Source: an optimization exercise on an open RTL-to-GDS flow (aim: small area and a short achievable clock period). Production flows keep margins and buffers that such runs may drop.
At most, simulation tests tie the RTL to the original design; equivalence was not proved.
No activity file was given, so power comes from the tool's default toggle rates.

==> 12-09: inputs <==
// sysarray_flat
module sysarray_flat (
    input  wire         clk,
    input  wire         rst,
    input  wire         clr,
    input  wire [23:0]  a_left,
    input  wire [23:0]  b_top,
    output wire [161:0] acc_out
);
==> flow/config.mk <==
export PLATFORM = sky130hd
export DESIGN_NAME = sysarray_flat
export DESIGN_NICKNAME = sysarray_flat
export VERILOG_FILES = /design/flow/design.v
export SDC_FILE = /design/flow/constraint.sdc
export NUM_CORES = 4
export LEC_CHECK = 0
export CAP_MARGIN = 20
export CORE_MARGIN = 2
export CORE_UTILIZATION = 40
export CTS_BUF_LIST = sky130_fd_sc_hd__clkbuf_4 sky130_fd_sc_hd__clkbuf_8
export SETUP_SLACK_MARGIN = 1.1
export SLEW_MARGIN = 20
export SYNTH_HIERARCHICAL = 1
export SYNTH_MINIMUM_KEEP_SIZE = 0
==> flow/constraint.sdc <==
create_clock -name core_clock -period 5.0 [get_ports {clk}]
set_input_delay 1.0000 -clock core_clock [delete_from_list [all_inputs] [get_ports {clk}]]
set_output_delay 1.0000 -clock core_clock [all_outputs]
set_load 0.01 [all_outputs]
standard.sh (not shown) runs the stock make flow with config.mk's settings and CLKGATE_MAP_FILE= SYNTH_SCRIPT=/design/flow/synth_recipe.tcl, a recipe that flattens the netlist after the stock synthesis.
==> flow/flow/run.sh <==
#!/bin/bash
set -euo pipefail
export BUFFER_PORTS_ARGS="-buffer_cell sky130_fd_sc_hd__buf_1"
export PRE_RESIZE_TCL="$PWD/flow/pre_resize.tcl"
bash standard.sh > standard.log 2>&1
==> flow/flow/pre_resize.tcl <==
# Input-port buffers (named input* by buffer_ports) to buf_4.
set n 0
foreach inst [get_cells input*] {
  if { [get_property $inst ref_name] == "sky130_fd_sc_hd__buf_1" } {
    replace_cell $inst sky130_fd_sc_hd__buf_4
    incr n
  }
}
puts "pre_resize: $n input buffers made sky130_fd_sc_hd__buf_4"
==> inputs of 01-16, as changes to 12-09 <==
--- a/flow/design.v
+++ b/flow/design.v
@@ -3,17 +3,17 @@
 module pe (
     input  logic        clk,
     input  logic        rst,
     input  logic        clr,
     input  logic [7:0]  a_in,
     input  logic [7:0]  b_in,
     output logic [17:0] acc_out
 );
-    logic [17:0] rx, ry, sum;
+    logic [17:0] sum;
     logic pp0_0;
     logic pp0_1;
     logic pp0_2;
     logic pp0_3;
     logic pp0_4;
     logic pp0_5;
     logic pp0_6;
     logic pp0_7;
@@ -110,16 +110,17 @@
     logic fa_s11;
     logic fa_c11;
     logic fa_s12;
     logic fa_c12;
     logic fa_s13;
     logic fa_c13;
     logic fa_s14;
     logic fa_c14;
+    logic iv_s0;
     logic fa_s15;
     logic fa_c15;
     logic fa_s16;
     logic fa_c16;
     logic fa_s17;
     logic fa_c17;
     logic fa_s18;
     logic fa_c18;
@@ -194,26 +195,24 @@
     logic fx_s12;
     logic fx_c12;
     logic fx_s12_xy;
     logic fx_s13;
     logic fx_c13;
     logic fx_s13_xy;
     logic fa_s33;
     logic fa_c33;
-    logic inv_s0;
-    logic inv_c0;
-    logic inv_s1;
-    logic inv_c1;
-    logic inv_s2;
-    logic inv_c2;
-    logic cpc0;
-    logic cpc1;
-    logic cpc2;
-    logic cpc3;
+    logic ha_s7;
+    logic ha_c7;
+    logic rc_s0;
+    logic rc_c0;
+    logic rc_s1;
+    logic rc_c1;
+    logic rc_s2;
+    logic rc_c2;
     logic pp_p4;
     logic pp_g4;
     logic pp_p5;
     logic pp_g5;
     logic pp_p6;
     logic pp_g6;
     logic pp_p7;
     logic pp_g7;
@@ -228,20 +227,23 @@
     logic pp_p12;
     logic pp_g12;
     logic pp_p13;
     logic pp_g13;
     logic pp_p14;
     logic pp_g14;
     logic pp_p15;
     logic pp_g15;
+    logic iv_s1;
     logic pp_p16;
     logic pp_g16;
+    logic iv_s2;
     logic pp_p17;
     logic pp_g17;
+    logic iv_s3;
     logic pg1;
     logic pg2;
     logic pq3;
     logic pg4;
     logic pq5;
     logic pg6;
     logic pq7;
     logic pg8;
@@ -351,33 +353,34 @@
     assign pp7_6 = ~(a_in[7] & b_in[6]);
     assign pp7_7 = a_in[7] & b_in[7];
     ha u_ha_s0 (.x(acc_out[5]), .y(pp0_5), .s(ha_s0), .c(ha_c0));
     fa u_fa_s0 (.x(pp1_5), .y(acc_out[6]), .z(pp0_6), .s(fa_s0), .c(fa_c0));
     ha u_ha_s1 (.x(pp2_4), .y(pp3_3), .s(ha_s1), .c(ha_c1));
     fa u_fa_s1 (.x(pp1_6), .y(acc_out[7]), .z(pp0_7), .s(fa_s1), .c(fa_c1));
     fa u_fa_s2 (.x(pp4_3), .y(pp2_5), .z(pp3_4), .s(fa_s2), .c(fa_c2));
     ha u_ha_s2 (.x(pp5_2), .y(pp6_1), .s(ha_s2), .c(ha_c2));
-    assign fa1_s0 = ~(acc_out[8] ^ pp1_7);
+    assign fa1_s0 = acc_out[8] ^ pp1_7;
     assign fa1_c0 = acc_out[8] | pp1_7;
     fa u_fa_s3 (.x(pp4_4), .y(pp2_6), .z(pp3_5), .s(fa_s3), .c(fa_c3));
     fa u_fa_s4 (.x(pp7_1), .y(pp5_3), .z(pp6_2), .s(fa_s4), .c(fa_c4));
     fa u_fa_s5 (.x(pp3_6), .y(acc_out[9]), .z(pp2_7), .s(fa_s5), .c(fa_c5));
     fa u_fa_s6 (.x(pp6_3), .y(pp4_5), .z(pp5_4), .s(fa_s6), .c(fa_c6));
     fa u_fa_s7 (.x(pp4_6), .y(acc_out[10]), .z(pp3_7), .s(fa_s7), .c(fa_c7));
     ha u_ha_s3 (.x(acc_out[3]), .y(pp0_3), .s(ha_s3), .c(ha_c3));
     fa u_fa_s8 (.x(pp1_3), .y(acc_out[4]), .z(pp0_4), .s(fa_s8), .c(fa_c8));
     ha u_ha_s4 (.x(pp2_2), .y(pp3_1), .s(ha_s4), .c(ha_c4));
     fa u_fa_s9 (.x(pp3_2), .y(pp1_4), .z(pp2_3), .s(fa_s9), .c(fa_c9));
     fa u_fa_s10 (.x(ha_s0), .y(pp4_1), .z(pp5_0), .s(fa_s10), .c(fa_c10));
     fa u_fa_s11 (.x(pp6_0), .y(pp4_2), .z(pp5_1), .s(fa_s11), .c(fa_c11));
     fa u_fa_s12 (.x(fa_s0), .y(ha_c0), .z(ha_s1), .s(fa_s12), .c(fa_c12));
     fa u_fa_s13 (.x(ha_s2), .y(pp7_0), .z(ha_c1), .s(fa_s13), .c(fa_c13));
     fa u_fa_s14 (.x(fa_s2), .y(fa_c0), .z(fa_s1), .s(fa_s14), .c(fa_c14));
-    fa u_fa_s15 (.x(fa_c1), .y(ha_c2), .z(fa1_s0), .s(fa_s15), .c(fa_c15));
+    pinv u_iv_s0 (.a(fa1_s0), .y(iv_s0));
+    fa u_fa_s15 (.x(fa_c1), .y(ha_c2), .z(iv_s0), .s(fa_s15), .c(fa_c15));
     fa u_fa_s16 (.x(fa_s4), .y(fa_c2), .z(fa_s3), .s(fa_s16), .c(fa_c16));
     fa u_fa_s17 (.x(fa_c3), .y(pp7_2), .z(fa1_c0), .s(fa_s17), .c(fa_c17));
     fa u_fa_s18 (.x(fa_s6), .y(fa_c4), .z(fa_s5), .s(fa_s18), .c(fa_c18));
     fa u_fa_s19 (.x(pp7_3), .y(pp5_5), .z(pp6_4), .s(fa_s19), .c(fa_c19));
     fa u_fa_s20 (.x(fa_s7), .y(fa_c5), .z(fa_c6), .s(fa_s20), .c(fa_c20));
     fa u_fa_s21 (.x(pp5_6), .y(acc_out[11]), .z(pp4_7), .s(fa_s21), .c(fa_c21));
     fa u_fa_s22 (.x(fa_c7), .y(pp6_5), .z(pp7_4), .s(fa_s22), .c(fa_c22));
     fa u_fa_s23 (.x(pp6_6), .y(acc_out[12]), .z(pp5_7), .s(fa_s23), .c(fa_c23));
@@ -430,57 +433,42 @@
     maj3m u_fx_c11 (.a(fa_s22), .b(fx_s4), .c(fx_c3), .y(fx_c11));
     xor2m u_fx_s12_xy (.a(fa_c22), .b(fa_s28), .y(fx_s12_xy));
     xor2m u_fx_s12 (.a(fx_s12_xy), .b(fx_c4), .y(fx_s12));
     maj3m u_fx_c12 (.a(fa_c22), .b(fa_s28), .c(fx_c4), .y(fx_c12));
     xor2m u_fx_s13_xy (.a(fa_c23), .b(fa_s29), .y(fx_s13_xy));
     xor2m u_fx_s13 (.a(fx_s13_xy), .b(fa_c28), .y(fx_s13));
     maj3m u_fx_c13 (.a(fa_c23), .b(fa_s29), .c(fa_c28), .y(fx_c13));
     fa u_fa_s33 (.x(fa_c29), .y(acc_out[14]), .z(pp7_7), .s(fa_s33), .c(fa_c33));
-    assign inv_s0 = ~acc_out[15];
-    assign inv_c0 = acc_out[15];
-    assign inv_s1 = ~acc_out[16];
-    assign inv_c1 = acc_out[16];
-    assign inv_s2 = ~acc_out[17];
-    assign inv_c2 = acc_out[17];
-    assign rx = {inv_c1, inv_c0, inv_s0, fa_s33, fx_s13, fx_s12, fx_s11, fx_c9, fx_c8, fx_c7, fx_c6, fx_c5, fa_c32, fa_c31, fa_c30, ha_c6, pp1_0, acc_out[0]};
-    assign ry = {inv_s2, inv_s1, fa_c33, fx_c13, fx_c12, fx_c11, fx_c10, fx_s10, fx_s9, fx_s8, fx_s7, fx_s6, fx_s5, fa_s32, fa_s31, fa_s30, ha_s6, pp0_0};
-    ha u_cpa0 (.x(acc_out[0]), .y(pp0_0), .s(sum[0]), .c(cpc0));
-    fa u_cpa1 (.x(cpc0), .y(pp1_0), .z(ha_s6), .s(sum[1]), .c(cpc1));
-    fa u_cpa2 (.x(cpc1), .y(ha_c6), .z(fa_s30), .s(sum[2]), .c(cpc2));
-    fa u_cpa3 (.x(cpc2), .y(fa_c30), .z(fa_s31), .s(sum[3]), .c(cpc3));
-    xor2m u_pp_p4 (.a(fa_c31), .b(fa_s32), .y(pp_p4));
-    and2m u_pp_g4 (.a(fa_c31), .b(fa_s32), .y(pp_g4));
-    xor2m u_pp_p5 (.a(fa_c32), .b(fx_s5), .y(pp_p5));
-    and2m u_pp_g5 (.a(fa_c32), .b(fx_s5), .y(pp_g5));
-    xor2m u_pp_p6 (.a(fx_c5), .b(fx_s6), .y(pp_p6));
-    and2m u_pp_g6 (.a(fx_c5), .b(fx_s6), .y(pp_g6));
-    xor2m u_pp_p7 (.a(fx_c6), .b(fx_s7), .y(pp_p7));
-    and2m u_pp_g7 (.a(fx_c6), .b(fx_s7), .y(pp_g7));
-    xor2m u_pp_p8 (.a(fx_c7), .b(fx_s8), .y(pp_p8));
-    and2m u_pp_g8 (.a(fx_c7), .b(fx_s8), .y(pp_g8));
-    xor2m u_pp_p9 (.a(fx_c8), .b(fx_s9), .y(pp_p9));
-    and2m u_pp_g9 (.a(fx_c8), .b(fx_s9), .y(pp_g9));
-    xor2m u_pp_p10 (.a(fx_c9), .b(fx_s10), .y(pp_p10));
-    and2m u_pp_g10 (.a(fx_c9), .b(fx_s10), .y(pp_g10));
-    xor2m u_pp_p11 (.a(fx_s11), .b(fx_c10), .y(pp_p11));
-    and2m u_pp_g11 (.a(fx_s11), .b(fx_c10), .y(pp_g11));
-    xor2m u_pp_p12 (.a(fx_s12), .b(fx_c11), .y(pp_p12));
-    and2m u_pp_g12 (.a(fx_s12), .b(fx_c11), .y(pp_g12));
-    xor2m u_pp_p13 (.a(fx_s13), .b(fx_c12), .y(pp_p13));
-    and2m u_pp_g13 (.a(fx_s13), .b(fx_c12), .y(pp_g13));
-    xor2m u_pp_p14 (.a(fa_s33), .b(fx_c13), .y(pp_p14));
-    and2m u_pp_g14 (.a(fa_s33), .b(fx_c13), .y(pp_g14));
-    xor2m u_pp_p15 (.a(inv_s0), .b(fa_c33), .y(pp_p15));
-    and2m u_pp_g15 (.a(inv_s0), .b(fa_c33), .y(pp_g15));
-    xor2m u_pp_p16 (.a(inv_c0), .b(inv_s1), .y(pp_p16));
-    and2m u_pp_g16 (.a(inv_c0), .b(inv_s1), .y(pp_g16));
-    xor2m u_pp_p17 (.a(inv_c1), .b(inv_s2), .y(pp_p17));
-    and2m u_pp_g17 (.a(inv_c1), .b(inv_s2), .y(pp_g17));
-    paoi u_pg1 (.g1(pp_g4), .p1(pp_p4), .g0(cpc3), .y(pg1));
+    ha u_ha_s7 (.x(acc_out[0]), .y(pp0_0), .s(ha_s7), .c(ha_c7));
+    fa u_rc_s0 (.x(ha_c7), .y(pp1_0), .z(ha_s6), .s(rc_s0), .c(rc_c0));
+    fa u_rc_s1 (.x(rc_c0), .y(ha_c6), .z(fa_s30), .s(rc_s1), .c(rc_c1));
+    fa u_rc_s2 (.x(rc_c1), .y(fa_c30), .z(fa_s31), .s(rc_s2), .c(rc_c2));
+    pinv u_iv_s1 (.a(acc_out[15]), .y(iv_s1));
+    pinv u_iv_s2 (.a(acc_out[16]), .y(iv_s2));
+    pinv u_iv_s3 (.a(acc_out[17]), .y(iv_s3));
+    assign sum[0] = ha_s7;
+    assign sum[1] = rc_s0;
+    assign sum[2] = rc_s1;
+    assign sum[3] = rc_s2;
+    ha u_hpg4 (.x(fa_c31), .y(fa_s32), .s(pp_p4), .c(pp_g4));
+    ha u_hpg5 (.x(fa_c32), .y(fx_s5), .s(pp_p5), .c(pp_g5));
+    ha u_hpg6 (.x(fx_c5), .y(fx_s6), .s(pp_p6), .c(pp_g6));
+    ha u_hpg7 (.x(fx_c6), .y(fx_s7), .s(pp_p7), .c(pp_g7));
+    ha u_hpg8 (.x(fx_c7), .y(fx_s8), .s(pp_p8), .c(pp_g8));
+    ha u_hpg9 (.x(fx_c8), .y(fx_s9), .s(pp_p9), .c(pp_g9));
+    ha u_hpg10 (.x(fx_c9), .y(fx_s10), .s(pp_p10), .c(pp_g10));
+    ha u_hpg11 (.x(fx_c10), .y(fx_s11), .s(pp_p11), .c(pp_g11));
+    ha u_hpg12 (.x(fx_c11), .y(fx_s12), .s(pp_p12), .c(pp_g12));
+    ha u_hpg13 (.x(fx_c12), .y(fx_s13), .s(pp_p13), .c(pp_g13));
+    ha u_hpg14 (.x(fx_c13), .y(fa_s33), .s(pp_p14), .c(pp_g14));
+    ha u_hpg15 (.x(fa_c33), .y(iv_s1), .s(pp_p15), .c(pp_g15));
+    ha u_hpg16 (.x(acc_out[15]), .y(iv_s2), .s(pp_p16), .c(pp_g16));
+    ha u_hpg17 (.x(acc_out[16]), .y(iv_s3), .s(pp_p17), .c(pp_g17));
+    paoi u_pg1 (.g1(pp_g4), .p1(pp_p4), .g0(rc_c2), .y(pg1));
     paoi u_pg2 (.g1(pp_g6), .p1(pp_p6), .g0(pp_g5), .y(pg2));
     pnand u_pq3 (.a(pp_p6), .b(pp_p5), .y(pq3));
     paoi u_pg4 (.g1(pp_g8), .p1(pp_p8), .g0(pp_g7), .y(pg4));
     pnand u_pq5 (.a(pp_p8), .b(pp_p7), .y(pq5));
     paoi u_pg6 (.g1(pp_g10), .p1(pp_p10), .g0(pp_g9), .y(pg6));
     pnand u_pq7 (.a(pp_p10), .b(pp_p9), .y(pq7));
     paoi u_pg8 (.g1(pp_g12), .p1(pp_p12), .g0(pp_g11), .y(pg8));
     pnand u_pq9 (.a(pp_p12), .b(pp_p11), .y(pq9));
@@ -519,17 +507,17 @@
     paoi u_pg42 (.g1(pp_g11), .p1(pp_p11), .g0(pn41), .y(pg42));
     poai u_pg43 (.g1(pg8), .p1(pq9), .g0(pg34), .y(pg43));
     poai u_pg44 (.g1(pg24), .p1(pq26), .g0(pg34), .y(pg44));
     pinv u_pn45 (.a(pg34), .y(pn45));
     paoi u_pg46 (.g1(pg27), .p1(pq28), .g0(pn45), .y(pg46));
     poai u_pg47 (.g1(pg35), .p1(pq36), .g0(pg34), .y(pg47));
     pinv u_pn48 (.a(pg34), .y(pn48));
     paoi u_pg49 (.g1(pg38), .p1(pq40), .g0(pn48), .y(pg49));
-    assign sum[4] = pp_p4 ^ cpc3;
+    assign sum[4] = pp_p4 ^ rc_c2;
     assign sum[5] = ~(pp_p5 ^ pg1);
     assign sum[6] = ~(pp_p6 ^ pg15);
     assign sum[7] = pp_p7 ^ pg16;
     assign sum[8] = ~(pp_p8 ^ pg29);
     assign sum[9] = pp_p9 ^ pg31;
     assign sum[10] = pp_p10 ^ pg33;
     assign sum[11] = ~(pp_p11 ^ pg34);
     assign sum[12] = ~(pp_p12 ^ pg42);
@@ -548,42 +536,28 @@
     input  logic y,
     input  logic z,
     output logic s,
     output logic c
 );
     assign s = x ^ y ^ z;
     assign c = (x & y) | (x & z) | (y & z);
 endmodule
-module bsel (
-    input  logic one,
-    input  logic two,
-    input  logic neg,
-    input  logic x,
-    input  logic y,
-    output logic p
-);
-    assign p = ((one & x) | (two & y)) ^ neg;
-endmodule
-module bseln (
-    input  logic one,
-    input  logic two,
-    input  logic neg,
+module ha (
     input  logic x,
     input  logic y,
-    output logic p
+    output logic s,
+    output logic c
 );
-    assign p = ~(((one & x) | (two & y)) ^ neg);
+    assign s = x ^ y;
+    assign c = x & y;
 endmodule
 module xor2m (input logic a, input logic b, output logic y);
     assign y = a ^ b;
 endmodule
-module and2m (input logic a, input logic b, output logic y);
-    assign y = a & b;
-endmodule
 module maj3m (input logic a, input logic b, input logic c, output logic y);
     assign y = (a & b) | (c & (a | b));
 endmodule
 module paoi (input logic g1, input logic p1, input logic g0, output logic y);
     assign y = ~(g1 | (p1 & g0));
 endmodule
 module poai (input logic g1, input logic p1, input logic g0, output logic y);
     assign y = ~(g1 & (p1 | g0));
@@ -592,25 +566,16 @@
     assign y = ~(a & b);
 endmodule
 module pnor (input logic a, input logic b, output logic y);
     assign y = ~(a | b);
 endmodule
 module pinv (input logic a, output logic y);
     assign y = ~a;
 endmodule
-module ha (
-    input  logic x,
-    input  logic y,
-    output logic s,
-    output logic c
-);
-    assign s = x ^ y;
-    assign c = x & y;
-endmodule
 `default_nettype none
 `timescale 1ns/1ns
 module sysarray (
     input  logic               clk,
     input  logic               rst,
     input  logic               clr,
     input  logic [2:0][7:0]    left,
     input  logic [2:0][7:0]    top,
==> qor summary <==
                                                          01-16       12-09
Status                                 timing/DRC/antenna clean  timing/DRC/antenna clean
Post-Synth XOR/XNOR Area                                 12.32%      16.15%
Power, Total                                           15.21 mW    15.36 mW
Net Sw Power                                           6.940 mW    7.175 mW
Measured slew at the worst slew-check pin             0.6630 ns   0.8331 ns
Mapped cell area                                     26,870 um2  27,330 um2
Count of nets after finishing                             3,518       3,520
Fin Clk Skew                                         0.02133 ns  0.02463 ns
Total wire length                                     67,000 um   65,510 um
Maximum fanout along the worst path                           9           7
Critical path launch point                             b_top[2]   b_top[22]
Top layer in use                                           met5        met4
Final worst slack                                      1.287 ns    1.226 ns
Initial core utilization                                 40.22%      40.55%
Period minus WS final                                  3.713 ns    3.774 ns
Power in the clock group                                2.51 mW     2.67 mW
Fraction of layout cells with a size suffix above 1      17.90%      16.75%
Met2 capacity usage during global routing                34.88%      31.31%
No functional check of the RTL was part of 12-09.

re-timing with driven ports:
Ports are ideal in the flow. The routed layouts listed here were re-timed in OpenROAD. Step 1 assumes that a clkbuf_16 drives the clock port and a buf_2 every other input. Step 2, shift: input delay + t, output delay - t, t = (earliest + latest rising clock arrival at the registers) / 2. This alone moves slack from input paths to output paths. Slacks: no drivers / after step 1 / after step 2; pairs: no drivers / after step 1.
run | t, ns | slack for setup (ns) | worst hold slack (ns)
12-09 | 0.690 | 1.226 / 1.260 / 0.571 | 0.549 / 0.549 / 0.549
01-16 | 0.695 | 1.287 / 1.303 / 0.625 | 0.556 / 0.556 / 0.556
After both steps every run listed still meets setup and hold. The setup slack of 01-16, which loses most, moves by +0.016 ns with the drivers and by -0.662 ns with both steps.
